Background: an optimization exercise with open tools, aiming at small area, a short achievable clock period and few clock cycles per item. Do not read the settings as production practice. At most, simulation tests tie the RTL to the original design; equivalence was not proved. Function not checked in run 2: the RTL went through the layout flow alone.

==> flow/design.v, too long to show whole: its modules and the start of the top module <==
// module Milestone1_convert: 556 lines
module Milestone1_convert (
	input  logic          Clock,
    input  logic           Resetn,  
	input logic           Enable,
	input logic   [15:0]  SRAM_read_data,
	input logic           redo,
	output logic          SRAM_we_n,
	output logic  [17:0]  SRAM_address,
	output logic  [15:0]  SRAM_write_data,
	output logic          Finish
);
  // ...
==> flow/run.sh <==
#!/bin/bash
# synth_recipe.tcl (not shown) runs the flow's synth.tcl, then flattens the netlist and writes it again
# the make line also repeats each setting of config.mk as NAME=value (left out here)
make -C /OpenROAD-flow-scripts/flow DESIGN_CONFIG=/design/flow/config.mk WORK_HOME=/design/flow/orfs CLKGATE_MAP_FILE= SYNTH_SCRIPT=/design/flow/synth_recipe.tcl finish
==> flow/config.mk <==
export PLATFORM = sky130hd
export DESIGN_NAME = Milestone1_convert
export DESIGN_NICKNAME = Milestone1_convert
export VERILOG_FILES = /design/flow/design.v
export SDC_FILE = /design/flow/constraint.sdc
export NUM_CORES = 4
export LEC_CHECK = 0
export CAP_MARGIN = 20
export CORE_MARGIN = 2
export CORE_UTILIZATION = 40
export SLEW_MARGIN = 20
==> flow/constraint.sdc <==
create_clock -name core_clock -period 14.0 [get_ports {Clock}]
set_input_delay 2.8000 -clock core_clock [delete_from_list [all_inputs] [get_ports {Clock}]]
set_output_delay 2.8000 -clock core_clock [all_outputs]
set_load 0.01 [all_outputs]
==> results_dict.tcl, run 1 <==
set metrics [dict create \
    drive_gt1_share_pct 5.655 \
    grt_pass1_wl_um 398200 \
    post-place-ws_ps 574.8 \
    crit_buf_inv 7 \
    io-pin-count 56 \
    place_inst 10890 \
    post_cts_resized 0 \
    crit_end "SRAM_write_data[3]$_DFFE_PN0P_" \
    synth_compound_area_share_pct 12.25 \
    cp_slowest_cell "o21ai_0" \
    largest_cell_class "multi-input combinational cells" \
    outcome "timing/DRC/antenna clean" \
    multi_input_area_share_pct 64.58 \
    synthSimpleGateAreaFrac_pct 12.04 \
    synth_top_family_by_area "adder cells" \
    dieArea_um2 195500 \
    register_area_um2 15880 \
    synthCells 8351 \
    r2r_slack_ps 560 \
    inverters 1600 \
    initialDrtViolationCount 5706 \
]
Testbench counts, summed over its fixed seeds: cycles 1,710,736, frames 8.
==> inputs of run 2 (changes only) <==
==> flow/design.v (replaced) <==
typedef enum logic [3:0] {
	S_TOP_IDLE,
	S_TOP_ENABLE_UART_RX,
	S_TOP_WAIT_UART_RX,
	S_burst_read,
	S_M3_TOP_converting,
	S_M2_TOP_converting,
	S_M1_TOP_converting,
	S_VGA
} TOP_state_type;
typedef enum logic [1:0] {
	S_RXC_IDLE,
	S_RXC_SYNC,
	S_RXC_ASSEMBLE_DATA,
	S_RXC_STOP_BIT
} RX_Controller_state_type;
typedef enum logic [2:0] {
	S_US_IDLE,
	S_US_STRIP_FILE_HEADER_1,
	S_US_STRIP_FILE_HEADER_2,
	S_US_START_FIRST_BYTE_RECEIVE,
	S_US_WRITE_FIRST_BYTE,
	S_US_START_SECOND_BYTE_RECEIVE,
	S_US_WRITE_SECOND_BYTE
} UART_SRAM_state_type;
typedef enum logic [3:0] {
	S_VS_WAIT_NEW_PIXEL_ROW,
	S_VS_NEW_PIXEL_ROW_DELAY_1,
	S_VS_NEW_PIXEL_ROW_DELAY_2,
	S_VS_NEW_PIXEL_ROW_DELAY_3,
	S_VS_NEW_PIXEL_ROW_DELAY_4,
	S_VS_NEW_PIXEL_ROW_DELAY_5,
	S_VS_FETCH_PIXEL_DATA_0,
	S_VS_FETCH_PIXEL_DATA_1,
	S_VS_FETCH_PIXEL_DATA_2,
	S_VS_FETCH_PIXEL_DATA_3
} VGA_SRAM_state_type;
typedef enum logic [5:0] {
	S_M1_convert_IDLE,
	S_M1_convert_Leadin_0,
	S_M1_convert_Leadin_1,
	S_M1_convert_Leadin_2,
	S_M1_convert_Leadin_3,
	S_M1_convert_Leadin_4,
	S_M1_convert_Leadin_5,
	S_M1_convert_Leadin_6,
	S_M1_convert_Leadin_7,
	S_M1_convert_Leadin_8,
	S_M1_convert_Leadin_9,
	S_M1_convert_Leadin_10,
	S_M1_convert_CommonCase_0,
	S_M1_convert_CommonCase_1,
	S_M1_convert_CommonCase_2,
	S_M1_convert_CommonCase_3,
	S_M1_convert_CommonCase_4,
	S_M1_convert_CommonCase_5,
	S_M1_convert_CommonCase_6,
	S_M1_convert_CommonCase_7,
	S_M1_convert_CommonCase_8,
	S_M1_convert_CommonCase_9,
	S_M1_convert_CommonCase_10
} S_M1_convert_state_type;
typedef enum logic [3:0] {
	S_M2_Leadin_CQ,
	S_M2_Leadin_CT,
	S_M2_load_T1,
	S_M2_CommonCase_1,
	S_M2_load_S_prime1,
	S_M2_CommonCase_2,
	S_M2_Leadout_CS,
	S_M2_Leadout_WS,
	S_M2_convert_IDLE
} S_M2_state_type;
typedef enum logic [3:0] {
	S_M3_Leadin,
	S_M3_read_2_leadin,
	S_M3_00_R3W1,
	S_M3_00_R3W1_delay,
	S_M3_10_10_ZeroRun,
	S_M3_wait_Qb_update,
	S_M3_11_fillZero,
	S_M3_wait,
	S_M3_read,
	S_M3_convert_IDLE
} S_M3_state_type;
`timescale 1ns/100ps
`default_nettype none
module Milestone1_convert (
	input  logic          Clock,
	input  logic          Resetn,
	input  logic          Enable,
	input  logic   [15:0] SRAM_read_data,
	input  logic          redo,
	output logic          SRAM_we_n,
	output logic   [17:0] SRAM_address,
	output logic   [15:0] SRAM_write_data,
	output logic          Finish
);
localparam logic [1:0] T_NONE = 2'd0, T_Y = 2'd1, T_U = 2'd2, T_V = 2'd3;
localparam logic [1:0] K_NONE = 2'd0, K_EVEN = 2'd1, K_ODD = 2'd2, K_HOLD = 2'd3;
localparam logic [2:0] I_NONE = 3'd0, I_HI = 3'd1, I_LO = 3'd2, I_REP = 3'd3, I_PORT = 3'd4;
logic        run;           
logic        lead;          
logic [3:0]  ph;            
logic [7:0]  k;             
logic [15:0] y_addr;        
logic [14:0] c_idx;         
logic [17:0] rgb_addr;      
logic [1:0]  tag_a, tag_b, tag_c;    
logic [1:0]  kind_a, kind_b;         
logic [15:0] y_reg;
logic [15:0] hu, hv;
logic [7:0]  su [0:5];
logic [7:0]  sv [0:5];
logic [8:0]  up_reg, vp_reg;        
logic [7:0]  b0_save;
logic [3:0] ph_n;
logic [7:0] k_n;
always_comb begin
	ph_n = ph + 4'd1;
	k_n  = k;
	if (ph == 4'd4) begin
		if (k == 8'd159) ph_n = 4'd5;
		else begin ph_n = 4'd0; k_n = k + 8'd1; end
	end else if (ph == 4'd9) begin
		ph_n = 4'd0; k_n = 8'd0;
	end
end
logic lead_n;
assign lead_n = lead & ~(ph == 4'd9);
logic rd_y_n, rd_u_n, rd_v_n;
always_comb begin
	rd_y_n = 1'b0; rd_u_n = 1'b0; rd_v_n = 1'b0;
	case (ph_n)
	4'd3: begin
		if (k_n <= 8'd153) begin
			if (k_n[0]) rd_u_n = 1'b1;
			else        rd_v_n = (k_n <= 8'd152);
		end else if (k_n == 8'd155 || k_n == 8'd159) rd_v_n = 1'b1;
		else if (k_n == 8'd156) rd_u_n = 1'b1;
	end
	4'd4: begin
		if (k_n == 8'd159) rd_u_n = 1'b1;
		else               rd_y_n = ~lead_n;
	end
	4'd8: rd_v_n = 1'b1;
	4'd9: rd_y_n = 1'b1;
	4'd0: rd_u_n = (k_n == 8'd0);
	default: ;
	endcase
end
logic [1:0] kind0;
always_comb begin
	kind0 = K_NONE;
	if (run && !lead) begin
		if (ph == 4'd2)      kind0 = K_EVEN;
		else if (ph == 4'd3) kind0 = K_ODD;
		else if (ph == 4'd4) kind0 = K_HOLD;
	end
end
logic wr;    
assign wr = (kind_b != K_NONE);
always_ff @(posedge Clock or negedge Resetn) begin
	if (!Resetn) begin
		run       <= 1'b0;
		Finish    <= 1'b0;
		SRAM_we_n <= 1'b1;
	end else begin
		SRAM_we_n <= 1'b1;
		if (run) begin
			SRAM_we_n <= ~wr;
			if (ph == 4'd6 && y_addr == 16'd38400) begin
				run    <= 1'b0;
				Finish <= 1'b1;
			end
		end else if (Finish) begin
			if (redo) Finish <= 1'b0;
		end else if (Enable) begin
			run <= 1'b1;
		end
	end
end
logic [17:0] u_full, v_full;
assign u_full = 18'd38400 + {3'd0, c_idx};
assign v_full = 18'd57600 + {3'd0, c_idx};
always_ff @(posedge Clock) begin
	tag_b  <= tag_a;
	tag_c  <= tag_b;
	kind_a <= kind0;
	kind_b <= kind_a;
	if (!run) begin
		ph       <= 4'd3;
		k        <= 8'd155;
		lead     <= 1'b1;
		y_addr   <= 16'd0;
		c_idx    <= 15'd0;
		rgb_addr <= 18'd146944;
		SRAM_address <= 18'd57600;
		tag_a    <= (Enable && !Finish) ? T_V : T_NONE;
		kind_a   <= K_NONE;
		kind_b   <= K_NONE;
	end else begin
		ph    <= ph_n;
		k     <= k_n;
		lead  <= lead_n;
		tag_a <= T_NONE;
		if (rd_y_n) begin
			SRAM_address <= {2'd0, y_addr};
			y_addr <= y_addr + 16'd1;
			tag_a  <= T_Y;
		end
		if (rd_u_n) begin
			SRAM_address <= u_full;
			c_idx <= c_idx + 15'd1;
			tag_a <= T_U;
		end
		if (rd_v_n) begin
			SRAM_address <= v_full;
			tag_a <= T_V;
		end
		if (wr) begin
			SRAM_address <= rgb_addr;
			rgb_addr <= rgb_addr + 18'd1;
		end
	end
end
always_ff @(posedge Clock) begin
	if (tag_c == T_Y) y_reg <= SRAM_read_data;
	if (tag_c == T_U) hu    <= SRAM_read_data;
	if (tag_c == T_V) hv    <= SRAM_read_data;
end
logic [2:0] ins_u, ins_v;
always_comb begin
	ins_u = I_NONE;
	ins_v = I_NONE;
	case (ph)
	4'd0: begin
		if (k == 8'd0)        ins_v = I_PORT;
		else if (k <= 8'd155) ins_v = k[0] ? I_LO : I_HI;
		else if (k == 8'd159) ins_v = I_HI;
		else                  ins_v = I_REP;
	end
	4'd2: begin
		if (k == 8'd0)        ins_u = I_PORT;
		else if (k <= 8'd155) ins_u = k[0] ? I_LO : I_HI;
		else if (k == 8'd159) ins_u = I_HI;
		else                  ins_u = I_REP;
		if (k == 8'd159)      ins_v = I_REP;
	end
	4'd3: if (k == 8'd159) begin ins_u = I_REP; ins_v = I_REP; end
	4'd4: if (k == 8'd159) begin ins_u = I_REP; ins_v = I_LO; end
	4'd5: ins_u = I_LO;
	4'd6: ins_v = I_HI;
	4'd7: begin ins_u = I_HI; ins_v = I_LO; end
	4'd8: ins_u = I_LO;
	default: ;
	endcase
	if (!run) begin ins_u = I_NONE; ins_v = I_NONE; end
end
function automatic logic [7:0] ins_val(input logic [2:0] sel, input logic [15:0] h,
                                       input logic [7:0] last, input logic [7:0] port);
	case (sel)
	I_HI:    ins_val = h[15:8];
	I_LO:    ins_val = h[7:0];
	I_PORT:  ins_val = port;
	default: ins_val = last;
	endcase
endfunction
always_ff @(posedge Clock) begin
	if (ins_u != I_NONE) begin
		su[0] <= su[1]; su[1] <= su[2]; su[2] <= su[3];
		su[3] <= su[4]; su[4] <= su[5];
		su[5] <= ins_val(ins_u, hu, su[5], SRAM_read_data[15:8]);
	end
	if (ins_v != I_NONE) begin
		sv[0] <= sv[1]; sv[1] <= sv[2]; sv[2] <= sv[3];
		sv[3] <= sv[4]; sv[4] <= sv[5];
		sv[5] <= ins_val(ins_v, hv, sv[5], SRAM_read_data[15:8]);
	end
end
logic        fir_v;
assign fir_v = (ph == 4'd0);
logic [7:0]  ta, tb, tc, td, te, tf;
assign ta = fir_v ? sv[0] : su[0];
assign tb = fir_v ? sv[1] : su[1];
assign tc = fir_v ? sv[2] : su[2];
assign td = fir_v ? sv[3] : su[3];
assign te = fir_v ? sv[4] : su[4];
assign tf = fir_v ? sv[5] : su[5];
logic [8:0]  t_af, t_be, t_cd;
assign t_af = {1'b0, ta} + {1'b0, tf};
assign t_be = {1'b0, tb} + {1'b0, te};
assign t_cd = {1'b0, tc} + {1'b0, td};
logic [8:0]  f_p1, f_np2, f_p3, f_np3;
always_ff @(posedge Clock) begin
	f_p1  <= t_af;
	f_np2 <= ~t_be;
	f_p3  <= t_cd;
	f_np3 <= ~t_cd;
end
logic [8:0] fw;
fir_sum u_fir (.p1(f_p1), .np2(f_np2), .p3(f_p3), .np3(f_np3), .w(fw));
always_ff @(posedge Clock) begin
	if (ph == 4'd1) vp_reg <= fw;
	if (ph == 4'd2) up_reg <= fw;
end
logic        even_px;
assign even_px = (ph == 4'd2);
logic [7:0]  sy;
logic [8:0]  su9, sv9;
assign sy  = even_px ? y_reg[15:8] : y_reg[7:0];
assign su9 = even_px ? {su[2][7], ~su[2][7], su[2][6:0]} : up_reg;
assign sv9 = even_px ? {sv[1][7], ~sv[1][7], sv[1][6:0]} : vp_reg;
logic [22:0] p_yt;
logic [8:0]  p_u, p_nu, p_v, p_nv;
always_ff @(posedge Clock) begin
	p_yt <= {15'd0, sy} * 23'd19071;
	p_u  <= su9;
	p_nu <= ~su9;
	p_v  <= sv9;
	p_nv <= ~sv9;
end
logic [10:0] q_ra, q_rb, q_ga, q_gb, q_ba, q_bb;
logic        q_rc, q_gc, q_bc;
logic [10:0] m_ra, m_rb, m_ga, m_gb, m_ba, m_bb;
logic        m_rc, m_gc, m_bc;
pix_sum u_pix (.yt(p_yt), .pu(p_u), .npu(p_nu), .pv(p_v), .npv(p_nv),
	.ra(m_ra), .rb(m_rb), .rc(m_rc), .ga(m_ga), .gb(m_gb), .gc(m_gc),
	.ba(m_ba), .bb(m_bb), .bc(m_bc));
always_ff @(posedge Clock) begin
	q_ra <= m_ra; q_rb <= m_rb; q_rc <= m_rc;
	q_ga <= m_ga; q_gb <= m_gb; q_gc <= m_gc;
	q_ba <= m_ba; q_bb <= m_bb; q_bc <= m_bc;
end
function automatic logic [7:0] clip(input logic [10:0] s);
	clip = s[10] ? 8'd0 : (|s[9:8]) ? 8'd255 : s[7:0];
endfunction
logic [10:0] s_r, s_g, s_b;
assign s_r = q_ra + q_rb + {10'd0, q_rc};
assign s_g = q_ga + q_gb + {10'd0, q_gc};
assign s_b = q_ba + q_bb + {10'd0, q_bc};
logic [7:0] r8, g8, b8;
assign r8 = clip(s_r);
assign g8 = clip(s_g);
assign b8 = clip(s_b);
always_ff @(posedge Clock) begin
	case (kind_b)
	K_EVEN: begin SRAM_write_data <= {r8, g8}; b0_save <= b8; end
	K_ODD:  SRAM_write_data <= {b0_save, r8};
	K_HOLD: SRAM_write_data <= {g8, b8};
	default: ;
	endcase
end
endmodule
module fir_sum(input wire [8:0] p1, input wire [8:0] np2, input wire [8:0] p3, input wire [8:0] np3, output wire [8:0] w);
wire fi_1 = p1[8] ^ p1[6];
wire fi_2 = p1[8] & p1[6];
wire fi_3 = p1[5] ^ p1[3] ^ p1[1];
wire fi_4 = (p1[5] & p1[3]) | (p1[5] & p1[1]) | (p1[3] & p1[1]);
wire fi_5 = np2[3] ^ np2[1];
wire fi_6 = np2[3] & np2[1];
wire fi_7 = p1[6] ^ p1[4] ^ p1[2];
wire fi_8 = (p1[6] & p1[4]) | (p1[6] & p1[2]) | (p1[4] & p1[2]);
wire fi_9 = np2[4] ^ np2[2] ^ np2[1];
wire fi_10 = (np2[4] & np2[2]) | (np2[4] & np2[1]) | (np2[2] & np2[1]);
wire fi_11 = p3[1] ^ np3[6];
wire fi_12 = p3[1] & np3[6];
wire fi_13 = p1[7] ^ p1[5] ^ p1[3];
wire fi_14 = (p1[7] & p1[5]) | (p1[7] & p1[3]) | (p1[5] & p1[3]);
wire fi_15 = np2[5] ^ np2[3] ^ np2[2];
wire fi_16 = (np2[5] & np2[3]) | (np2[5] & np2[2]) | (np2[3] & np2[2]);
wire fi_17 = np3[0] ^ p3[2] ^ np3[7];
wire fi_18 = (np3[0] & p3[2]) | (np3[0] & np3[7]) | (p3[2] & np3[7]);
wire fi_19 = p1[4] ^ np2[6] ^ np2[4];
wire fi_20 = (p1[4] & np2[6]) | (p1[4] & np2[4]) | (np2[6] & np2[4]);
wire fi_21 = np2[3] ^ p3[1] ^ p3[3];
wire fi_22 = (np2[3] & p3[1]) | (np2[3] & p3[3]) | (p3[1] & p3[3]);
wire fi_23 = np3[8] ^ p3[0] ^ fi_1;
wire fi_24 = (np3[8] & p3[0]) | (np3[8] & fi_1) | (p3[0] & fi_1);
wire fi_25 = p1[7] ^ p1[5] ^ np2[7];
wire fi_26 = (p1[7] & p1[5]) | (p1[7] & np2[7]) | (p1[5] & np2[7]);
wire fi_27 = np2[5] ^ np2[4] ^ np3[2];
wire fi_28 = (np2[5] & np2[4]) | (np2[5] & np3[2]) | (np2[4] & np3[2]);
wire fi_29 = p3[4] ^ fi_2;
wire fi_30 = p3[4] & fi_2;
wire fi_31 = p1[8] ^ p1[6] ^ np2[8];
wire fi_32 = (p1[8] & p1[6]) | (p1[8] & np2[8]) | (p1[6] & np2[8]);
wire fi_33 = np2[6] ^ np2[5] ^ np3[3];
wire fi_34 = (np2[6] & np2[5]) | (np2[6] & np3[3]) | (np2[5] & np3[3]);
wire fi_35 = p3[5] ^ p3[2];
wire fi_36 = p3[5] & p3[2];
wire fi_37 = p1[7] ^ np2[7] ^ np2[6];
wire fi_38 = (p1[7] & np2[7]) | (p1[7] & np2[6]) | (np2[7] & np2[6]);
wire fi_39 = p3[4] ^ p3[6];
wire fi_40 = p3[4] & p3[6];
wire fi_41 = p1[8] ^ np2[8];
wire fi_42 = p1[8] & np2[8];
wire fi_43 = p1[3] ^ p1[1];
wire fi_44 = p1[3] & p1[1];
wire fi_45 = p1[4] ^ p1[2] ^ p1[0];
wire fi_46 = (p1[4] & p1[2]) | (p1[4] & p1[0]) | (p1[2] & p1[0]);
wire fi_47 = np2[2] ^ np2[0];
wire fi_48 = np2[2] & np2[0];
wire fi_49 = np2[0] ^ np3[0] ^ np3[5];
wire fi_50 = (np2[0] & np3[0]) | (np2[0] & np3[5]) | (np3[0] & np3[5]);
wire fi_51 = np3[4] ^ fi_3 ^ fi_5;
wire fi_52 = (np3[4] & fi_3) | (np3[4] & fi_5) | (fi_3 & fi_5);
wire fi_53 = p3[0] ^ fi_7 ^ fi_9;
wire fi_54 = (p3[0] & fi_7) | (p3[0] & fi_9) | (fi_7 & fi_9);
wire fi_55 = fi_11 ^ fi_4 ^ fi_6;
wire fi_56 = (fi_11 & fi_4) | (fi_11 & fi_6) | (fi_4 & fi_6);
wire fi_57 = fi_13 ^ fi_15 ^ fi_17;
wire fi_58 = (fi_13 & fi_15) | (fi_13 & fi_17) | (fi_15 & fi_17);
wire fi_59 = fi_8 ^ fi_10 ^ fi_12;
wire fi_60 = (fi_8 & fi_10) | (fi_8 & fi_12) | (fi_10 & fi_12);
wire fi_61 = fi_19 ^ fi_21 ^ fi_23;
wire fi_62 = (fi_19 & fi_21) | (fi_19 & fi_23) | (fi_21 & fi_23);
wire fi_63 = fi_14 ^ fi_16 ^ fi_18;
wire fi_64 = (fi_14 & fi_16) | (fi_14 & fi_18) | (fi_16 & fi_18);
wire fi_65 = fi_25 ^ fi_27 ^ fi_29;
wire fi_66 = (fi_25 & fi_27) | (fi_25 & fi_29) | (fi_27 & fi_29);
wire fi_67 = fi_20 ^ fi_22 ^ fi_24;
wire fi_68 = (fi_20 & fi_22) | (fi_20 & fi_24) | (fi_22 & fi_24);
wire fi_69 = fi_31 ^ fi_33 ^ fi_35;
wire fi_70 = (fi_31 & fi_33) | (fi_31 & fi_35) | (fi_33 & fi_35);
wire fi_71 = fi_26 ^ fi_28 ^ fi_30;
wire fi_72 = (fi_26 & fi_28) | (fi_26 & fi_30) | (fi_28 & fi_30);
wire fi_73 = p3[3] ^ fi_37 ^ fi_39;
wire fi_74 = (p3[3] & fi_37) | (p3[3] & fi_39) | (fi_37 & fi_39);
wire fi_75 = fi_32 ^ fi_34 ^ fi_36;
wire fi_76 = (fi_32 & fi_34) | (fi_32 & fi_36) | (fi_34 & fi_36);
wire fi_77 = np2[7] ^ np3[5] ^ p3[7];
wire fi_78 = (np2[7] & np3[5]) | (np2[7] & p3[7]) | (np3[5] & p3[7]);
wire fi_79 = fi_41 ^ fi_38 ^ fi_40;
wire fi_80 = (fi_41 & fi_38) | (fi_41 & fi_40) | (fi_38 & fi_40);
wire fi_81 = np2[8] ^ p3[6] ^ p3[8];
wire fi_82 = (np2[8] & p3[6]) | (np2[8] & p3[8]) | (p3[6] & p3[8]);
wire fi_83 = p3[5] ^ fi_42;
wire fi_84 = p3[5] & fi_42;
wire fi_85 = p1[2] ^ p1[0];
wire fi_86 = p1[2] & p1[0];
wire fi_87 = np2[1] ^ np3[3] ^ np3[2];
wire fi_88 = (np2[1] & np3[3]) | (np2[1] & np3[2]) | (np3[3] & np3[2]);
wire fi_89 = p3[4] ^ fi_45 ^ fi_47;
wire fi_90 = (p3[4] & fi_45) | (p3[4] & fi_47) | (fi_45 & fi_47);
wire fi_91 = fi_49 ^ fi_51 ^ fi_46;
wire fi_92 = (fi_49 & fi_51) | (fi_49 & fi_46) | (fi_51 & fi_46);
wire fi_93 = fi_53 ^ fi_55 ^ fi_50;
wire fi_94 = (fi_53 & fi_55) | (fi_53 & fi_50) | (fi_55 & fi_50);
wire fi_95 = fi_57 ^ fi_59 ^ fi_54;
wire fi_96 = (fi_57 & fi_59) | (fi_57 & fi_54) | (fi_59 & fi_54);
wire fi_97 = fi_61 ^ fi_63 ^ fi_58;
wire fi_98 = (fi_61 & fi_63) | (fi_61 & fi_58) | (fi_63 & fi_58);
wire fi_99 = fi_65 ^ fi_67 ^ fi_62;
wire fi_100 = (fi_65 & fi_67) | (fi_65 & fi_62) | (fi_67 & fi_62);
wire fi_101 = fi_69 ^ fi_71 ^ fi_66;
wire fi_102 = (fi_69 & fi_71) | (fi_69 & fi_66) | (fi_71 & fi_66);
wire fi_103 = fi_73 ^ fi_75 ^ fi_70;
wire fi_104 = (fi_73 & fi_75) | (fi_73 & fi_70) | (fi_75 & fi_70);
wire fi_105 = fi_77 ^ fi_79 ^ fi_74;
wire fi_106 = (fi_77 & fi_79) | (fi_77 & fi_74) | (fi_79 & fi_74);
wire fi_107 = fi_81 ^ fi_83 ^ fi_78;
wire fi_108 = (fi_81 & fi_83) | (fi_81 & fi_78) | (fi_83 & fi_78);
wire fi_109 = p3[7] ^ fi_82;
wire fi_110 = p3[7] & fi_82;
wire fi_111 = p1[1] ^ np3[1];
wire fi_112 = p1[1] & np3[1];
wire fi_113 = np2[0] ^ p3[2] ^ fi_85;
wire fi_114 = (np2[0] & p3[2]) | (np2[0] & fi_85) | (p3[2] & fi_85);
wire fi_115 = fi_43 ^ fi_87 ^ fi_86;
wire fi_116 = (fi_43 & fi_87) | (fi_43 & fi_86) | (fi_87 & fi_86);
wire fi_117 = fi_44 ^ fi_89 ^ fi_88;
wire fi_118 = (fi_44 & fi_89) | (fi_44 & fi_88) | (fi_89 & fi_88);
wire fi_119 = fi_48 ^ fi_91 ^ fi_90;
wire fi_120 = (fi_48 & fi_91) | (fi_48 & fi_90) | (fi_91 & fi_90);
wire fi_121 = fi_52 ^ fi_93 ^ fi_92;
wire fi_122 = (fi_52 & fi_93) | (fi_52 & fi_92) | (fi_93 & fi_92);
wire fi_123 = fi_56 ^ fi_95 ^ fi_94;
wire fi_124 = (fi_56 & fi_95) | (fi_56 & fi_94) | (fi_95 & fi_94);
wire fi_125 = fi_60 ^ fi_97 ^ fi_96;
wire fi_126 = (fi_60 & fi_97) | (fi_60 & fi_96) | (fi_97 & fi_96);
wire fi_127 = fi_64 ^ fi_99 ^ fi_98;
wire fi_128 = (fi_64 & fi_99) | (fi_64 & fi_98) | (fi_99 & fi_98);
wire fi_129 = fi_68 ^ fi_101 ^ fi_100;
wire fi_130 = (fi_68 & fi_101) | (fi_68 & fi_100) | (fi_101 & fi_100);
wire fi_131 = fi_72 ^ fi_103 ^ fi_102;
wire fi_132 = (fi_72 & fi_103) | (fi_72 & fi_102) | (fi_103 & fi_102);
wire fi_133 = fi_76 ^ fi_105 ^ fi_104;
wire fi_134 = (fi_76 & fi_105) | (fi_76 & fi_104) | (fi_105 & fi_104);
wire fi_135 = fi_80 ^ fi_107 ^ fi_106;
wire fi_136 = (fi_80 & fi_107) | (fi_80 & fi_106) | (fi_107 & fi_106);
wire fi_137 = fi_84 ^ fi_109 ^ fi_108;
wire fi_138 = (fi_84 & fi_109) | (fi_84 & fi_108) | (fi_109 & fi_108);
wire fi_139 = p3[8] ^ fi_110;
wire fi_140 = p3[8] & fi_110;
wire [16:0] fs = {fi_140, fi_139, fi_137, fi_135, fi_133, fi_131, fi_129, fi_127, fi_125, fi_123, fi_121, fi_119, fi_117, fi_115, fi_113, np3[0], p1[0]} + {1'b0, fi_138, fi_136, fi_134, fi_132, fi_130, fi_128, fi_126, fi_124, fi_122, fi_120, fi_118, fi_116, fi_114, fi_112, fi_111, p3[0]};
assign w = fs[16:8];
endmodule
module pix_sum(input wire [22:0] yt, input wire [8:0] pu, input wire [8:0] npu, input wire [8:0] pv, input wire [8:0] npv,
  output wire [10:0] ra, output wire [10:0] rb, output wire rc,
  output wire [10:0] ga, output wire [10:0] gb, output wire gc,
  output wire [10:0] ba, output wire [10:0] bb, output wire bc);
wire sr_1 = yt[5] ^ npv[7] ^ pv[5];
wire sr_2 = (yt[5] & npv[7]) | (yt[5] & pv[5]) | (npv[7] & pv[5]);
wire sr_3 = yt[6] ^ pv[8] ^ pv[6];
wire sr_4 = (yt[6] & pv[8]) | (yt[6] & pv[6]) | (pv[8] & pv[6]);
wire sr_5 = yt[7] ^ npv[7] ^ pv[5];
wire sr_6 = (yt[7] & npv[7]) | (yt[7] & pv[5]) | (npv[7] & pv[5]);
wire sr_7 = yt[8] ^ pv[8] ^ pv[6];
wire sr_8 = (yt[8] & pv[8]) | (yt[8] & pv[6]) | (pv[8] & pv[6]);
wire sr_9 = yt[9] ^ pv[7];
wire sr_10 = yt[9] & pv[7];
wire sr_11 = yt[10] ^ npv[8];
wire sr_12 = yt[10] & npv[8];
wire sr_13 = yt[11] ^ pv[6] ^ npv[2];
wire sr_14 = (yt[11] & pv[6]) | (yt[11] & npv[2]) | (pv[6] & npv[2]);
wire sr_15 = yt[12] ^ npv[7];
wire sr_16 = yt[12] & npv[7];
wire sr_17 = yt[13] ^ pv[8] ^ npv[4];
wire sr_18 = (yt[13] & pv[8]) | (yt[13] & npv[4]) | (pv[8] & npv[4]);
wire sr_19 = pv[2] ^ npv[0];
wire sr_20 = pv[2] & npv[0];
wire sr_21 = yt[14] ^ pv[5] ^ pv[3];
wire sr_22 = (yt[14] & pv[5]) | (yt[14] & pv[3]) | (pv[5] & pv[3]);
wire sr_23 = yt[15] ^ npv[6] ^ pv[4];
wire sr_24 = (yt[15] & npv[6]) | (yt[15] & pv[4]) | (npv[6] & pv[4]);
wire sr_25 = npv[2] ^ pv[0];
wire sr_26 = npv[2] & pv[0];
wire sr_27 = yt[16] ^ pv[7] ^ pv[5];
wire sr_28 = (yt[16] & pv[7]) | (yt[16] & pv[5]) | (pv[7] & pv[5]);
wire sr_29 = npv[3] ^ pv[1];
wire sr_30 = npv[3] & pv[1];
wire sr_31 = yt[17] ^ npv[8] ^ pv[6];
wire sr_32 = (yt[17] & npv[8]) | (yt[17] & pv[6]) | (npv[8] & pv[6]);
wire sr_33 = npv[4] ^ pv[2] ^ npv[7];
wire sr_34 = (npv[4] & pv[2]) | (npv[4] & npv[7]) | (pv[2] & npv[7]);
wire sr_35 = yt[18] ^ pv[7] ^ npv[5];
wire sr_36 = (yt[18] & pv[7]) | (yt[18] & npv[5]) | (pv[7] & npv[5]);
wire sr_37 = yt[19] ^ pv[8];
wire sr_38 = yt[19] & pv[8];
wire sr_39 = yt[2] ^ npv[4];
wire sr_40 = yt[2] & npv[4];
wire sr_41 = yt[3] ^ npv[5] ^ pv[3];
wire sr_42 = (yt[3] & npv[5]) | (yt[3] & pv[3]) | (npv[5] & pv[3]);
wire sr_43 = yt[4] ^ pv[6] ^ pv[4];
wire sr_44 = (yt[4] & pv[6]) | (yt[4] & pv[4]) | (pv[6] & pv[4]);
wire sr_45 = pv[3] ^ pv[0] ^ npv[6];
wire sr_46 = (pv[3] & pv[0]) | (pv[3] & npv[6]) | (pv[0] & npv[6]);
wire sr_47 = pv[4] ^ pv[1] ^ sr_3;
wire sr_48 = (pv[4] & pv[1]) | (pv[4] & sr_3) | (pv[1] & sr_3);
wire sr_49 = pv[2] ^ npv[8] ^ sr_5;
wire sr_50 = (pv[2] & npv[8]) | (pv[2] & sr_5) | (npv[8] & sr_5);
wire sr_51 = pv[3] ^ pv[7] ^ sr_7;
wire sr_52 = (pv[3] & pv[7]) | (pv[3] & sr_7) | (pv[7] & sr_7);
wire sr_53 = pv[4] ^ npv[0] ^ sr_9;
wire sr_54 = (pv[4] & npv[0]) | (pv[4] & sr_9) | (npv[0] & sr_9);
wire sr_55 = pv[5] ^ npv[1] ^ sr_11;
wire sr_56 = (pv[5] & npv[1]) | (pv[5] & sr_11) | (npv[1] & sr_11);
wire sr_57 = pv[0] ^ pv[8] ^ sr_13;
wire sr_58 = (pv[0] & pv[8]) | (pv[0] & sr_13) | (pv[8] & sr_13);
wire sr_59 = npv[3] ^ pv[1] ^ sr_15;
wire sr_60 = (npv[3] & pv[1]) | (npv[3] & sr_15) | (pv[1] & sr_15);
wire sr_61 = pv[7] ^ sr_17 ^ sr_19;
wire sr_62 = (pv[7] & sr_17) | (pv[7] & sr_19) | (sr_17 & sr_19);
wire sr_63 = npv[1] ^ sr_21 ^ sr_18;
wire sr_64 = (npv[1] & sr_21) | (npv[1] & sr_18) | (sr_21 & sr_18);
wire sr_65 = npv[5] ^ sr_23 ^ sr_25;
wire sr_66 = (npv[5] & sr_23) | (npv[5] & sr_25) | (sr_23 & sr_25);
wire sr_67 = sr_27 ^ sr_29 ^ sr_24;
wire sr_68 = (sr_27 & sr_29) | (sr_27 & sr_24) | (sr_29 & sr_24);
wire sr_69 = sr_31 ^ sr_33 ^ sr_28;
wire sr_70 = (sr_31 & sr_33) | (sr_31 & sr_28) | (sr_33 & sr_28);
wire sr_71 = pv[3] ^ sr_35 ^ sr_32;
wire sr_72 = (pv[3] & sr_35) | (pv[3] & sr_32) | (sr_35 & sr_32);
wire sr_73 = npv[6] ^ pv[4] ^ sr_37;
wire sr_74 = (npv[6] & pv[4]) | (npv[6] & sr_37) | (pv[4] & sr_37);
wire sr_75 = yt[20] ^ pv[7] ^ pv[5];
wire sr_76 = (yt[20] & pv[7]) | (yt[20] & pv[5]) | (pv[7] & pv[5]);
wire sr_77 = yt[21] ^ npv[8] ^ pv[6];
wire sr_78 = (yt[21] & npv[8]) | (yt[21] & pv[6]) | (npv[8] & pv[6]);
wire sr_79 = yt[0] ^ npv[2];
wire sr_80 = yt[0] & npv[2];
wire sr_81 = yt[1] ^ npv[3] ^ pv[1];
wire sr_82 = (yt[1] & npv[3]) | (yt[1] & pv[1]) | (npv[3] & pv[1]);
wire sr_83 = pv[2] ^ pv[0] ^ sr_39;
wire sr_84 = (pv[2] & pv[0]) | (pv[2] & sr_39) | (pv[0] & sr_39);
wire sr_85 = pv[1] ^ sr_41 ^ sr_40;
wire sr_86 = (pv[1] & sr_41) | (pv[1] & sr_40) | (sr_41 & sr_40);
wire sr_87 = pv[2] ^ sr_43 ^ sr_42;
wire sr_88 = (pv[2] & sr_43) | (pv[2] & sr_42) | (sr_43 & sr_42);
wire sr_89 = sr_1 ^ sr_45 ^ sr_44;
wire sr_90 = (sr_1 & sr_45) | (sr_1 & sr_44) | (sr_45 & sr_44);
wire sr_91 = sr_2 ^ sr_47 ^ sr_46;
wire sr_92 = (sr_2 & sr_47) | (sr_2 & sr_46) | (sr_47 & sr_46);
wire sr_93 = sr_4 ^ sr_49 ^ sr_48;
wire sr_94 = (sr_4 & sr_49) | (sr_4 & sr_48) | (sr_49 & sr_48);
wire sr_95 = sr_6 ^ sr_51 ^ sr_50;
wire sr_96 = (sr_6 & sr_51) | (sr_6 & sr_50) | (sr_51 & sr_50);
wire sr_97 = sr_8 ^ sr_53 ^ sr_52;
wire sr_98 = (sr_8 & sr_53) | (sr_8 & sr_52) | (sr_53 & sr_52);
wire sr_99 = sr_10 ^ sr_55 ^ sr_54;
wire sr_100 = (sr_10 & sr_55) | (sr_10 & sr_54) | (sr_55 & sr_54);
wire sr_101 = sr_12 ^ sr_57 ^ sr_56;
wire sr_102 = (sr_12 & sr_57) | (sr_12 & sr_56) | (sr_57 & sr_56);
wire sr_103 = sr_14 ^ sr_59 ^ sr_58;
wire sr_104 = (sr_14 & sr_59) | (sr_14 & sr_58) | (sr_59 & sr_58);
wire sr_105 = sr_16 ^ sr_61 ^ sr_60;
wire sr_106 = (sr_16 & sr_61) | (sr_16 & sr_60) | (sr_61 & sr_60);
wire sr_107 = sr_20 ^ sr_63 ^ sr_62;
wire sr_108 = (sr_20 & sr_63) | (sr_20 & sr_62) | (sr_63 & sr_62);
wire sr_109 = sr_22 ^ sr_65 ^ sr_64;
wire sr_110 = (sr_22 & sr_65) | (sr_22 & sr_64) | (sr_65 & sr_64);
wire sr_111 = sr_26 ^ sr_67 ^ sr_66;
wire sr_112 = (sr_26 & sr_67) | (sr_26 & sr_66) | (sr_67 & sr_66);
wire sr_113 = sr_30 ^ sr_69 ^ sr_68;
wire sr_114 = (sr_30 & sr_69) | (sr_30 & sr_68) | (sr_69 & sr_68);
wire sr_115 = sr_34 ^ sr_71 ^ sr_70;
wire sr_116 = (sr_34 & sr_71) | (sr_34 & sr_70) | (sr_71 & sr_70);
wire sr_117 = sr_36 ^ sr_73 ^ sr_72;
wire sr_118 = (sr_36 & sr_73) | (sr_36 & sr_72) | (sr_73 & sr_72);
wire sr_119 = sr_38 ^ sr_75 ^ sr_74;
wire sr_120 = (sr_38 & sr_75) | (sr_38 & sr_74) | (sr_75 & sr_74);
wire sr_121 = npv[7] ^ sr_77 ^ sr_76;
wire sr_122 = (npv[7] & sr_77) | (npv[7] & sr_76) | (sr_77 & sr_76);
wire sr_123 = yt[22] ^ npv[7] ^ sr_78;
wire sr_124 = (yt[22] & npv[7]) | (yt[22] & sr_78) | (npv[7] & sr_78);
wire sr_125 = pv[8] ^ pv[7];
wire sr_126 = pv[8] & pv[7];
wire [16:0] r_lo = {1'b0, {sr_105, sr_103, sr_101, sr_99, sr_97, sr_95, sr_93, sr_91, sr_89, sr_87, sr_85, sr_83, sr_81, pv[0], npv[1], pv[0]}} + {1'b0, {sr_104, sr_102, sr_100, sr_98, sr_96, sr_94, sr_92, sr_90, sr_88, sr_86, sr_84, sr_82, sr_80, sr_79, npv[0], 1'b0}};
assign ra = {sr_126, sr_125, sr_123, sr_121, sr_119, sr_117, sr_115, sr_113, sr_111, sr_109, sr_107};
assign rb = {1'b1, sr_124, sr_122, sr_120, sr_118, sr_116, sr_114, sr_112, sr_110, sr_108, sr_106};
assign rc = r_lo[16];
wire sg_1 = yt[14] ^ npu[6] ^ pu[3];
wire sg_2 = (yt[14] & npu[6]) | (yt[14] & pu[3]) | (npu[6] & pu[3]);
wire sg_3 = yt[15] ^ pu[7] ^ pu[4];
wire sg_4 = (yt[15] & pu[7]) | (yt[15] & pu[4]) | (pu[7] & pu[4]);
wire sg_5 = yt[16] ^ npu[8] ^ pu[5];
wire sg_6 = (yt[16] & npu[8]) | (yt[16] & pu[5]) | (npu[8] & pu[5]);
wire sg_7 = npu[3] ^ npv[6];
wire sg_8 = npu[3] & npv[6];
wire sg_9 = yt[17] ^ npu[6] ^ npu[4];
wire sg_10 = (yt[17] & npu[6]) | (yt[17] & npu[4]) | (npu[6] & npu[4]);
wire sg_11 = yt[18] ^ npu[7] ^ npu[5];
wire sg_12 = (yt[18] & npu[7]) | (yt[18] & npu[5]) | (npu[7] & npu[5]);
wire sg_13 = yt[19] ^ npu[8];
wire sg_14 = yt[19] & npu[8];
wire sg_15 = yt[3] ^ pu[2];
wire sg_16 = yt[3] & pu[2];
wire sg_17 = yt[4] ^ pu[3] ^ npu[1];
wire sg_18 = (yt[4] & pu[3]) | (yt[4] & npu[1]) | (pu[3] & npu[1]);
wire sg_19 = yt[5] ^ npu[4] ^ npu[2];
wire sg_20 = (yt[5] & npu[4]) | (yt[5] & npu[2]) | (npu[4] & npu[2]);
wire sg_21 = yt[6] ^ npu[5] ^ npu[3];
wire sg_22 = (yt[6] & npu[5]) | (yt[6] & npu[3]) | (npu[5] & npu[3]);
wire sg_23 = npv[8] ^ npv[3];
wire sg_24 = npv[8] & npv[3];
wire sg_25 = yt[7] ^ npu[6] ^ npu[4];
wire sg_26 = (yt[7] & npu[6]) | (yt[7] & npu[4]) | (npu[6] & npu[4]);
wire sg_27 = npv[4] ^ pu[5];
wire sg_28 = npv[4] & pu[5];
wire sg_29 = yt[8] ^ pu[7] ^ npu[5];
wire sg_30 = (yt[8] & pu[7]) | (yt[8] & npu[5]) | (pu[7] & npu[5]);
wire sg_31 = npu[0] ^ npv[5] ^ pu[6];
wire sg_32 = (npu[0] & npv[5]) | (npu[0] & pu[6]) | (npv[5] & pu[6]);
wire sg_33 = yt[9] ^ npu[8] ^ npu[6];
wire sg_34 = (yt[9] & npu[8]) | (yt[9] & npu[6]) | (npu[8] & npu[6]);
wire sg_35 = npu[1] ^ npv[6];
wire sg_36 = npu[1] & npv[6];
wire sg_37 = yt[10] ^ npu[7] ^ npu[2];
wire sg_38 = (yt[10] & npu[7]) | (yt[10] & npu[2]) | (npu[7] & npu[2]);
wire sg_39 = npv[7] ^ npv[0] ^ pu[8];
wire sg_40 = (npv[7] & npv[0]) | (npv[7] & pu[8]) | (npv[0] & pu[8]);
wire sg_41 = yt[11] ^ pu[8] ^ npu[3];
wire sg_42 = (yt[11] & pu[8]) | (yt[11] & npu[3]) | (pu[8] & npu[3]);
wire sg_43 = pu[0] ^ npv[8] ^ npv[1];
wire sg_44 = (pu[0] & npv[8]) | (pu[0] & npv[1]) | (npv[8] & npv[1]);
wire sg_45 = yt[12] ^ npu[4] ^ pu[1];
wire sg_46 = (yt[12] & npu[4]) | (yt[12] & pu[1]) | (npu[4] & pu[1]);
wire sg_47 = npv[2] ^ pv[0] ^ npu[8];
wire sg_48 = (npv[2] & pv[0]) | (npv[2] & npu[8]) | (pv[0] & npu[8]);
wire sg_49 = yt[13] ^ pu[5] ^ pu[2];
wire sg_50 = (yt[13] & pu[5]) | (yt[13] & pu[2]) | (pu[5] & pu[2]);
wire sg_51 = npu[0] ^ npv[3] ^ pv[1];
wire sg_52 = (npu[0] & npv[3]) | (npu[0] & pv[1]) | (npv[3] & pv[1]);
wire sg_53 = npu[1] ^ npv[4] ^ pv[2];
wire sg_54 = (npu[1] & npv[4]) | (npu[1] & pv[2]) | (npv[4] & pv[2]);
wire sg_55 = npv[0] ^ npu[5] ^ sg_1;
wire sg_56 = (npv[0] & npu[5]) | (npv[0] & sg_1) | (npu[5] & sg_1);
wire sg_57 = npu[2] ^ npv[5] ^ pv[3];
wire sg_58 = (npu[2] & npv[5]) | (npu[2] & pv[3]) | (npv[5] & pv[3]);
wire sg_59 = npv[1] ^ sg_3 ^ sg_2;
wire sg_60 = (npv[1] & sg_3) | (npv[1] & sg_2) | (sg_3 & sg_2);
wire sg_61 = pv[4] ^ npv[2] ^ npu[7];
wire sg_62 = (pv[4] & npv[2]) | (pv[4] & npu[7]) | (npv[2] & npu[7]);
wire sg_63 = sg_5 ^ sg_7 ^ sg_4;
wire sg_64 = (sg_5 & sg_7) | (sg_5 & sg_4) | (sg_7 & sg_4);
wire sg_65 = npv[7] ^ pv[5] ^ npv[3];
wire sg_66 = (npv[7] & pv[5]) | (npv[7] & npv[3]) | (pv[5] & npv[3]);
wire sg_67 = sg_9 ^ sg_6 ^ sg_8;
wire sg_68 = (sg_9 & sg_6) | (sg_9 & sg_8) | (sg_6 & sg_8);
wire sg_69 = npv[8] ^ pv[6] ^ npv[4];
wire sg_70 = (npv[8] & pv[6]) | (npv[8] & npv[4]) | (pv[6] & npv[4]);
wire sg_71 = pu[6] ^ sg_11 ^ sg_10;
wire sg_72 = (pu[6] & sg_11) | (pu[6] & sg_10) | (sg_11 & sg_10);
wire sg_73 = npu[6] ^ pv[7] ^ npv[5];
wire sg_74 = (npu[6] & pv[7]) | (npu[6] & npv[5]) | (pv[7] & npv[5]);
wire sg_75 = pu[7] ^ sg_13 ^ sg_12;
wire sg_76 = (pu[7] & sg_13) | (pu[7] & sg_12) | (sg_13 & sg_12);
wire sg_77 = yt[20] ^ pu[7] ^ pv[8];
wire sg_78 = (yt[20] & pu[7]) | (yt[20] & pv[8]) | (pu[7] & pv[8]);
wire sg_79 = npv[6] ^ pu[8] ^ sg_14;
wire sg_80 = (npv[6] & pu[8]) | (npv[6] & sg_14) | (pu[8] & sg_14);
wire sg_81 = yt[21] ^ pu[8] ^ npv[7];
wire sg_82 = (yt[21] & pu[8]) | (yt[21] & npv[7]) | (pu[8] & npv[7]);
wire sg_83 = npu[0] ^ npv[5];
wire sg_84 = npu[0] & npv[5];
wire sg_85 = npv[6] ^ npv[1] ^ sg_17;
wire sg_86 = (npv[6] & npv[1]) | (npv[6] & sg_17) | (npv[1] & sg_17);
wire sg_87 = npv[7] ^ npv[2] ^ sg_19;
wire sg_88 = (npv[7] & npv[2]) | (npv[7] & sg_19) | (npv[2] & sg_19);
wire sg_89 = pu[4] ^ sg_21 ^ sg_23;
wire sg_90 = (pu[4] & sg_21) | (pu[4] & sg_23) | (sg_21 & sg_23);
wire sg_91 = sg_25 ^ sg_27 ^ sg_22;
wire sg_92 = (sg_25 & sg_27) | (sg_25 & sg_22) | (sg_27 & sg_22);
wire sg_93 = sg_29 ^ sg_31 ^ sg_26;
wire sg_94 = (sg_29 & sg_31) | (sg_29 & sg_26) | (sg_31 & sg_26);
wire sg_95 = sg_33 ^ sg_35 ^ sg_30;
wire sg_96 = (sg_33 & sg_35) | (sg_33 & sg_30) | (sg_35 & sg_30);
wire sg_97 = sg_37 ^ sg_39 ^ sg_34;
wire sg_98 = (sg_37 & sg_39) | (sg_37 & sg_34) | (sg_39 & sg_34);
wire sg_99 = sg_41 ^ sg_43 ^ sg_38;
wire sg_100 = (sg_41 & sg_43) | (sg_41 & sg_38) | (sg_43 & sg_38);
wire sg_101 = sg_45 ^ sg_47 ^ sg_42;
wire sg_102 = (sg_45 & sg_47) | (sg_45 & sg_42) | (sg_47 & sg_42);
wire sg_103 = sg_49 ^ sg_51 ^ sg_46;
wire sg_104 = (sg_49 & sg_51) | (sg_49 & sg_46) | (sg_51 & sg_46);
wire sg_105 = sg_53 ^ sg_55 ^ sg_50;
wire sg_106 = (sg_53 & sg_55) | (sg_53 & sg_50) | (sg_55 & sg_50);
wire sg_107 = sg_57 ^ sg_59 ^ sg_54;
wire sg_108 = (sg_57 & sg_59) | (sg_57 & sg_54) | (sg_59 & sg_54);
wire sg_109 = sg_61 ^ sg_63 ^ sg_58;
wire sg_110 = (sg_61 & sg_63) | (sg_61 & sg_58) | (sg_63 & sg_58);
wire sg_111 = sg_65 ^ sg_67 ^ sg_62;
wire sg_112 = (sg_65 & sg_67) | (sg_65 & sg_62) | (sg_67 & sg_62);
wire sg_113 = sg_69 ^ sg_71 ^ sg_66;
wire sg_114 = (sg_69 & sg_71) | (sg_69 & sg_66) | (sg_71 & sg_66);
wire sg_115 = sg_73 ^ sg_75 ^ sg_70;
wire sg_116 = (sg_73 & sg_75) | (sg_73 & sg_70) | (sg_75 & sg_70);
wire sg_117 = sg_77 ^ sg_79 ^ sg_74;
wire sg_118 = (sg_77 & sg_79) | (sg_77 & sg_74) | (sg_79 & sg_74);
wire sg_119 = npu[7] ^ sg_81 ^ sg_78;
wire sg_120 = (npu[7] & sg_81) | (npu[7] & sg_78) | (sg_81 & sg_78);
wire sg_121 = yt[22] ^ pv[8] ^ npu[8];
wire sg_122 = (yt[22] & pv[8]) | (yt[22] & npu[8]) | (pv[8] & npu[8]);
wire sg_123 = yt[1] ^ pu[0];
wire sg_124 = yt[1] & pu[0];
wire sg_125 = yt[2] ^ pu[1] ^ npv[4];
wire sg_126 = (yt[2] & pu[1]) | (yt[2] & npv[4]) | (pu[1] & npv[4]);
wire sg_127 = npv[0] ^ sg_15 ^ sg_83;
wire sg_128 = (npv[0] & sg_15) | (npv[0] & sg_83) | (sg_15 & sg_83);
wire sg_129 = sg_16 ^ sg_85 ^ sg_84;
wire sg_130 = (sg_16 & sg_85) | (sg_16 & sg_84) | (sg_85 & sg_84);
wire sg_131 = sg_18 ^ sg_87 ^ sg_86;
wire sg_132 = (sg_18 & sg_87) | (sg_18 & sg_86) | (sg_87 & sg_86);
wire sg_133 = sg_20 ^ sg_89 ^ sg_88;
wire sg_134 = (sg_20 & sg_89) | (sg_20 & sg_88) | (sg_89 & sg_88);
wire sg_135 = sg_24 ^ sg_91 ^ sg_90;
wire sg_136 = (sg_24 & sg_91) | (sg_24 & sg_90) | (sg_91 & sg_90);
wire sg_137 = sg_28 ^ sg_93 ^ sg_92;
wire sg_138 = (sg_28 & sg_93) | (sg_28 & sg_92) | (sg_93 & sg_92);
wire sg_139 = sg_32 ^ sg_95 ^ sg_94;
wire sg_140 = (sg_32 & sg_95) | (sg_32 & sg_94) | (sg_95 & sg_94);
wire sg_141 = sg_36 ^ sg_97 ^ sg_96;
wire sg_142 = (sg_36 & sg_97) | (sg_36 & sg_96) | (sg_97 & sg_96);
wire sg_143 = sg_40 ^ sg_99 ^ sg_98;
wire sg_144 = (sg_40 & sg_99) | (sg_40 & sg_98) | (sg_99 & sg_98);
wire sg_145 = sg_44 ^ sg_101 ^ sg_100;
wire sg_146 = (sg_44 & sg_101) | (sg_44 & sg_100) | (sg_101 & sg_100);
wire sg_147 = sg_48 ^ sg_103 ^ sg_102;
wire sg_148 = (sg_48 & sg_103) | (sg_48 & sg_102) | (sg_103 & sg_102);
wire sg_149 = sg_52 ^ sg_105 ^ sg_104;
wire sg_150 = (sg_52 & sg_105) | (sg_52 & sg_104) | (sg_105 & sg_104);
wire sg_151 = sg_56 ^ sg_107 ^ sg_106;
wire sg_152 = (sg_56 & sg_107) | (sg_56 & sg_106) | (sg_107 & sg_106);
wire sg_153 = sg_60 ^ sg_109 ^ sg_108;
wire sg_154 = (sg_60 & sg_109) | (sg_60 & sg_108) | (sg_109 & sg_108);
wire sg_155 = sg_64 ^ sg_111 ^ sg_110;
wire sg_156 = (sg_64 & sg_111) | (sg_64 & sg_110) | (sg_111 & sg_110);
wire sg_157 = sg_68 ^ sg_113 ^ sg_112;
wire sg_158 = (sg_68 & sg_113) | (sg_68 & sg_112) | (sg_113 & sg_112);
wire sg_159 = sg_72 ^ sg_115 ^ sg_114;
wire sg_160 = (sg_72 & sg_115) | (sg_72 & sg_114) | (sg_115 & sg_114);
wire sg_161 = sg_76 ^ sg_117 ^ sg_116;
wire sg_162 = (sg_76 & sg_117) | (sg_76 & sg_116) | (sg_117 & sg_116);
wire sg_163 = sg_80 ^ sg_119 ^ sg_118;
wire sg_164 = (sg_80 & sg_119) | (sg_80 & sg_118) | (sg_119 & sg_118);
wire sg_165 = sg_82 ^ sg_121 ^ sg_120;
wire sg_166 = (sg_82 & sg_121) | (sg_82 & sg_120) | (sg_121 & sg_120);
wire sg_167 = npv[8] ^ sg_122;
wire sg_168 = npv[8] & sg_122;
wire [16:0] g_lo = {1'b0, {sg_147, sg_145, sg_143, sg_141, sg_139, sg_137, sg_135, sg_133, sg_131, sg_129, sg_127, sg_125, npv[3], yt[0], npv[1], pv[0]}} + {1'b0, {sg_146, sg_144, sg_142, sg_140, sg_138, sg_136, sg_134, sg_132, sg_130, sg_128, sg_126, sg_124, sg_123, npv[2], npv[0], 1'b0}};
assign ga = {sg_168, sg_167, sg_165, sg_163, sg_161, sg_159, sg_157, sg_155, sg_153, sg_151, sg_149};
assign gb = {1'b1, sg_166, sg_164, sg_162, sg_160, sg_158, sg_156, sg_154, sg_152, sg_150, sg_148};
assign gc = g_lo[16];
wire sb_1 = yt[5] ^ npu[7] ^ npu[5];
wire sb_2 = (yt[5] & npu[7]) | (yt[5] & npu[5]) | (npu[7] & npu[5]);
wire sb_3 = yt[6] ^ pu[8] ^ npu[6];
wire sb_4 = (yt[6] & pu[8]) | (yt[6] & npu[6]) | (pu[8] & npu[6]);
wire sb_5 = yt[7] ^ pu[7] ^ pu[4];
wire sb_6 = (yt[7] & pu[7]) | (yt[7] & pu[4]) | (pu[7] & pu[4]);
wire sb_7 = yt[8] ^ npu[8] ^ pu[5];
wire sb_8 = (yt[8] & npu[8]) | (yt[8] & pu[5]) | (npu[8] & pu[5]);
wire sb_9 = pu[3] ^ pu[0];
wire sb_10 = pu[3] & pu[0];
wire sb_11 = yt[9] ^ npu[6] ^ pu[4];
wire sb_12 = (yt[9] & npu[6]) | (yt[9] & pu[4]) | (npu[6] & pu[4]);
wire sb_13 = yt[10] ^ npu[7] ^ pu[5];
wire sb_14 = (yt[10] & npu[7]) | (yt[10] & pu[5]) | (npu[7] & pu[5]);
wire sb_15 = yt[11] ^ npu[8] ^ pu[6];
wire sb_16 = (yt[11] & npu[8]) | (yt[11] & pu[6]) | (npu[8] & pu[6]);
wire sb_17 = yt[12] ^ pu[7];
wire sb_18 = yt[12] & pu[7];
wire sb_19 = yt[1] ^ npu[3];
wire sb_20 = yt[1] & npu[3];
wire sb_21 = yt[2] ^ npu[4];
wire sb_22 = yt[2] & npu[4];
wire sb_23 = yt[3] ^ npu[5] ^ npu[3];
wire sb_24 = (yt[3] & npu[5]) | (yt[3] & npu[3]) | (npu[5] & npu[3]);
wire sb_25 = yt[4] ^ pu[6] ^ npu[4];
wire sb_26 = (yt[4] & pu[6]) | (yt[4] & npu[4]) | (pu[6] & npu[4]);
wire sb_27 = pu[2] ^ pu[0] ^ npu[6];
wire sb_28 = (pu[2] & pu[0]) | (pu[2] & npu[6]) | (pu[0] & npu[6]);
wire sb_29 = pu[3] ^ pu[1] ^ sb_3;
wire sb_30 = (pu[3] & pu[1]) | (pu[3] & sb_3) | (pu[1] & sb_3);
wire sb_31 = pu[2] ^ npu[8] ^ sb_5;
wire sb_32 = (pu[2] & npu[8]) | (pu[2] & sb_5) | (npu[8] & sb_5);
wire sb_33 = npu[7] ^ sb_7 ^ sb_9;
wire sb_34 = (npu[7] & sb_7) | (npu[7] & sb_9) | (sb_7 & sb_9);
wire sb_35 = pu[1] ^ sb_11 ^ sb_8;
wire sb_36 = (pu[1] & sb_11) | (pu[1] & sb_8) | (sb_11 & sb_8);
wire sb_37 = pu[2] ^ pu[6] ^ sb_13;
wire sb_38 = (pu[2] & pu[6]) | (pu[2] & sb_13) | (pu[6] & sb_13);
wire sb_39 = pu[3] ^ pu[7] ^ sb_15;
wire sb_40 = (pu[3] & pu[7]) | (pu[3] & sb_15) | (pu[7] & sb_15);
wire sb_41 = pu[4] ^ pu[8] ^ sb_17;
wire sb_42 = (pu[4] & pu[8]) | (pu[4] & sb_17) | (pu[8] & sb_17);
wire sb_43 = yt[13] ^ npu[8] ^ pu[5];
wire sb_44 = (yt[13] & npu[8]) | (yt[13] & pu[5]) | (npu[8] & pu[5]);
wire sb_45 = yt[14] ^ pu[6];
wire sb_46 = yt[14] & pu[6];
wire sb_47 = yt[15] ^ pu[7];
wire sb_48 = yt[15] & pu[7];
wire sb_49 = yt[16] ^ pu[8];
wire sb_50 = yt[16] & pu[8];
wire sb_51 = yt[0] ^ pu[2];
wire sb_52 = yt[0] & pu[2];
wire sb_53 = npu[1] ^ npu[2] ^ sb_19;
wire sb_54 = (npu[1] & npu[2]) | (npu[1] & sb_19) | (npu[2] & sb_19);
wire sb_55 = npu[2] ^ sb_21 ^ sb_20;
wire sb_56 = (npu[2] & sb_21) | (npu[2] & sb_20) | (sb_21 & sb_20);
wire sb_57 = pu[0] ^ sb_23 ^ sb_22;
wire sb_58 = (pu[0] & sb_23) | (pu[0] & sb_22) | (sb_23 & sb_22);
wire sb_59 = pu[1] ^ sb_25 ^ sb_24;
wire sb_60 = (pu[1] & sb_25) | (pu[1] & sb_24) | (sb_25 & sb_24);
wire sb_61 = sb_1 ^ sb_27 ^ sb_26;
wire sb_62 = (sb_1 & sb_27) | (sb_1 & sb_26) | (sb_27 & sb_26);
wire sb_63 = sb_2 ^ sb_29 ^ sb_28;
wire sb_64 = (sb_2 & sb_29) | (sb_2 & sb_28) | (sb_29 & sb_28);
wire sb_65 = sb_4 ^ sb_31 ^ sb_30;
wire sb_66 = (sb_4 & sb_31) | (sb_4 & sb_30) | (sb_31 & sb_30);
wire sb_67 = sb_6 ^ sb_33 ^ sb_32;
wire sb_68 = (sb_6 & sb_33) | (sb_6 & sb_32) | (sb_33 & sb_32);
wire sb_69 = sb_10 ^ sb_35 ^ sb_34;
wire sb_70 = (sb_10 & sb_35) | (sb_10 & sb_34) | (sb_35 & sb_34);
wire sb_71 = sb_12 ^ sb_37 ^ sb_36;
wire sb_72 = (sb_12 & sb_37) | (sb_12 & sb_36) | (sb_37 & sb_36);
wire sb_73 = sb_14 ^ sb_39 ^ sb_38;
wire sb_74 = (sb_14 & sb_39) | (sb_14 & sb_38) | (sb_39 & sb_38);
wire sb_75 = sb_16 ^ sb_41 ^ sb_40;
wire sb_76 = (sb_16 & sb_41) | (sb_16 & sb_40) | (sb_41 & sb_40);
wire sb_77 = sb_18 ^ sb_43 ^ sb_42;
wire sb_78 = (sb_18 & sb_43) | (sb_18 & sb_42) | (sb_43 & sb_42);
wire sb_79 = pu[8] ^ sb_45 ^ sb_44;
wire sb_80 = (pu[8] & sb_45) | (pu[8] & sb_44) | (sb_45 & sb_44);
wire sb_81 = pu[0] ^ sb_47 ^ sb_46;
wire sb_82 = (pu[0] & sb_47) | (pu[0] & sb_46) | (sb_47 & sb_46);
wire sb_83 = pu[1] ^ sb_49 ^ sb_48;
wire sb_84 = (pu[1] & sb_49) | (pu[1] & sb_48) | (sb_49 & sb_48);
wire sb_85 = yt[17] ^ npu[2] ^ sb_50;
wire sb_86 = (yt[17] & npu[2]) | (yt[17] & sb_50) | (npu[2] & sb_50);
wire sb_87 = yt[18] ^ pu[3] ^ pu[2];
wire sb_88 = (yt[18] & pu[3]) | (yt[18] & pu[2]) | (pu[3] & pu[2]);
wire sb_89 = yt[19] ^ npu[4];
wire sb_90 = yt[19] & npu[4];
wire sb_91 = yt[20] ^ npu[5] ^ pu[4];
wire sb_92 = (yt[20] & npu[5]) | (yt[20] & pu[4]) | (npu[5] & pu[4]);
wire sb_93 = yt[21] ^ npu[6] ^ pu[5];
wire sb_94 = (yt[21] & npu[6]) | (yt[21] & pu[5]) | (npu[6] & pu[5]);
wire sb_95 = yt[22] ^ npu[7] ^ pu[6];
wire sb_96 = (yt[22] & npu[7]) | (yt[22] & pu[6]) | (npu[7] & pu[6]);
wire sb_97 = pu[8] ^ pu[7];
wire sb_98 = pu[8] & pu[7];
wire [16:0] b_lo = {1'b0, {sb_77, sb_75, sb_73, sb_71, sb_69, sb_67, sb_65, sb_63, sb_61, sb_59, sb_57, sb_55, sb_53, npu[0], npu[1], pu[0]}} + {1'b0, {sb_76, sb_74, sb_72, sb_70, sb_68, sb_66, sb_64, sb_62, sb_60, sb_58, sb_56, sb_54, sb_52, sb_51, npu[0], 1'b0}};
assign ba = {sb_98, sb_97, sb_95, sb_93, sb_91, sb_89, sb_87, sb_85, sb_83, sb_81, sb_79};
assign bb = {1'b1, sb_96, sb_94, sb_92, sb_90, sb_88, sb_86, sb_84, sb_82, sb_80, sb_78};
assign bc = b_lo[16];
endmodule
==> run 2 against run 1 <==
Worst setup slack better by 5600 ps; clock-buffer cell count is 49 lower; largest cell class unchanged; synthesized area is 65% lower; still clean; global-route usage is 9.4 points lower; via count is 72% lower; sequential share of layout area is 16 points higher.
==> results_dict.tcl, run 2 <==
set metrics [dict create \
    core.rowCount 95 \
    grt_pass1_vias 17920 \
    post_cts_resized 0 \
    dieArea_um2 69820 \
    fin_area_um2 30230 \
    ant_nets 0 \
    route.detailed.drc 0 \
    synthAdderAreaFrac_pct 29.05 \
    crit_family "simple AND/OR/NAND/NOR gates" \
    netlist_area_um2 27090 \
    critical_path.max_stage_delay_ps 820 \
    fin_worst_skew_ps 24.54 \
    synthSimpleGateAreaFrac_pct 8.203 \
    place_area_um2 28590 \
    worst-setup-path-type "register to register" \
    ys_async_sr_fraction_pct 0.6818 \
    synth_xor_area_share_pct 3.492 \
    grt_max_degree 60 \
    ys_seq_area_share_pct 39.45 \
    cp.arrival_ps 8320 \
    mostFrequentLayoutCells "inv_1 (464), fa_1 (255), dfxtp_1 (251)" \
    largestRegisters "su (48), sv (48), p_yt (23)" \
    initialDrtViolationCount 1020 \
    setup_ws_ps 6120 \
    syn_avg_cell_area_um2 11.05 \
    antenna_found_initial 0 \
    post-place-ws_ps 6133 \
    synth_compound_area_share_pct 9.515 \
    worst_slew_pin_slew_ps 1055 \
    hold_class "register to register" \
    cts_made_buffers 49 \
    grt_pass1_wl_um 97450 \
    final-hold-violation-count 0 \
    postCtsSetupBuffers 0 \
    rsz0062_at_grt "no" \
    num_antenna_cells 0 \
    finalCritPeriodShare_pct 56.29 \
    end_kind "register" \
    n_fill_cell 6134 \
    clock_sinks 440 \
    met3_usage_pct 2.862 \
    viasPerCell 5.014 \
    crit_buf_inv 3 \
    synth_top_family_by_area "adder cells" \
    routed_wl_um 61180 \
    top_usage_layer "met2" \
    yosys_warnings 3 \
    coreArea_um2 67160 \
    portBuffers 55 \
    start_util_pct 40.34 \
    yosys-top-cells-area "edfxtp_1 (21%), fa_1 (19%), dfxtp_1 (19%)" \
    yosysTopAreaCellShare_pct 20.62 \
    cts_tree "built" \
    cts_root_buffer "clkbuf_16" \
    post_drt_wl_per_cell_um 17.85 \
    fmax_ghz 0.1269 \
    final_common_cell "inv_1" \
    drive_gt1_share_pct 6.969 \
    yosys.cell_types.count 88 \
    maxSlewHeadroom_pct 29.68 \
    yosys-top-cells-count "inv_1 (465), fa_1 (255), dfxtp_1 (251), ha_1 (221), edfxtp_1 (186)" \
    multi_input_area_um2 14420 \
    dp_hpwl_um 47690 \
    area.growth.synth_to_final_pct 11.59 \
    via_count 17180 \
    ys.flop_type "dfxtp_1" \
    dr.pass1.iters 5 \
    crit_fanout 25 \
    grt_util_met2_pct 30.57 \
    synth-seq-cells 440 \
    die_width_um 264.2 \
    grt_use_total_pct 17.75 \
    setup_viol 0 \
    synth_edf_count 186 \
    synth_mux_area_share_pct 2.914 \
    cp_slowest_cell "or3_1" \
    cts-htree-levels 2 \
    maxSlewViolCount 0 \
    clock_latency_ps 580 \
    register_area_um2 10690 \
    clk_pin_slew_ps 60 \
    final_util_pct 45.01 \
    synthCells 2452 \
    cp-start-kind "register" \
    cap_violations 0 \
    setup_tns_ps 0 \
    cts_buffer_depth 3 \
    fin_crit_ps 7880 \
    fp.dieH_um 264.2 \
    outcome "timing/DRC/antenna clean" \
    finalWeightedCongestion 0.9233 \
    yosysTopAreaCell "edfxtp_1" \
    fin_nets 3013 \
    hold_buffers 0 \
    required_ps 14440 \
    use_met1_pct 23.09 \
    yosysMostFrequentCell "inv_1" \
    io-pin-count 56 \
    grt_overflow 0 \
]
[run 2: cell types whose count changed in the layout (fill, tap and decap cells not counted), moves of 89 or more]
| cell | previous run | this run |
|---|---|---|
| a21oi_1 | 398 | 92 |
| ha_1 | 798 | 221 |
| nor2_1 | 572 | 124 |
| xnor2_1 | 251 | 57 |
| edfxtp_1 | 64 | 186 |
| dfrtp_1 | 538 | 2 |
| fa_1 | 1023 | 255 |
| nand2_1 | 830 | 115 |
| dfxtp_1 | 0 | 251 |
| o21ai_0 | 334 | 72 |
| a31oi_1 | 94 | 5 |
| buf_4 | 198 | 12 |
| inv_1 | 1596 | 464 |
[run 2: worst paths after layout]
path	start	end	depth (start not counted)	slack, ps
setup / recovery	ph[0]$_SDFF_PN1_	p_yt[22]$_DFF_P_	25	6120
hold / removal	tag_a[1]$_DFF_P_	tag_b[1]$_DFF_P_	0	330
max in group asynchronous	Resetn	SRAM_we_n$_DFF_PN1_	1	11240
setup reg to reg	ph[0]$_SDFF_PN1_	p_yt[22]$_DFF_P_	25	6120
min in group asynchronous	Resetn	Finish$_DFFE_PN0P_	1	2480
hold reg to reg	tag_a[1]$_DFF_P_	tag_b[1]$_DFF_P_	0	330
[run 2: kinds of logic after synthesis]
logic type / count (synthesis)
and+or+nand+nor: 450
muxes: 73
AOI/OAI and AO/OA: 385
buffers and inverters: 520
adders and majority gates: 476
DFF: 440
xor gates and xnor gates: 108
[run 2: metal layers]
| layer | vias up | wire [um] |
|---|---|---|
| li1 | 8274 | - |
| met1 | 8459 | 26630 |
| met2 | 346 | 30150 |
| met3 | 104 | 2852 |
| met4 | 0 | 1558 |
| met5 | - | 0 |
[run 2: cell type report]
class | count | share of cell area, %
clock inverter | 24 | 0.8858
inverter | 467 | 5.799
clock buffer | 64 | 4.541
timing repair buffer | 67 | 2.119
multi-input combinational | 1492 | 47.69
sequential | 440 | 35.35
tap | 873 | 3.613
[run 2: stage by stage]
stage,std cells,hold WS [ps]
6_report,3427,329.2
5_1_grt,3427,330.6
4_1_cts,3427,327.1
3_5_place_dp,3339,312.1
3_3_place_gp,3339,312.7
2_1_floorplan,2452,309.6
[run 2: worst reg2reg max path, delay by kind of cell (launching register included)]
kind,cells,cell delay (ps)
buf+inv,3,650
fa+ha+maj,5,1860
xor+xnor,2,570
simple gates,7,2030
compound gates,8,1890
flops,1,710

-- port drivers added, routing unchanged --
The flow's constraints put no driver on any port. The routed layouts listed below were extracted and timed again, unchanged, in two steps. Step 1, drivers: a clkbuf_16 drives Clock and a buf_2 each remaining input, both assumed. Step 2, shift: input delay + t, output delay - t, t = (earliest + latest rising clock arrival at the registers) / 2. This alone moves slack from input paths to output paths. Slacks: ideal / step 1 / step 2; pairs: ideal / step 1.
| run | shift t [ns] | slack for setup (ns) | latest minus earliest clock arrival (ns) |
|---|---|---|---|
| run 1 | 0.772 | 0.564 / 0.564 / 0.564 | 0.079 / 0.080 |
| run 2 | 0.629 | 6.120 / 6.120 / 6.120 | 0.029 / 0.029 |
After both steps every run listed still meets setup and hold.
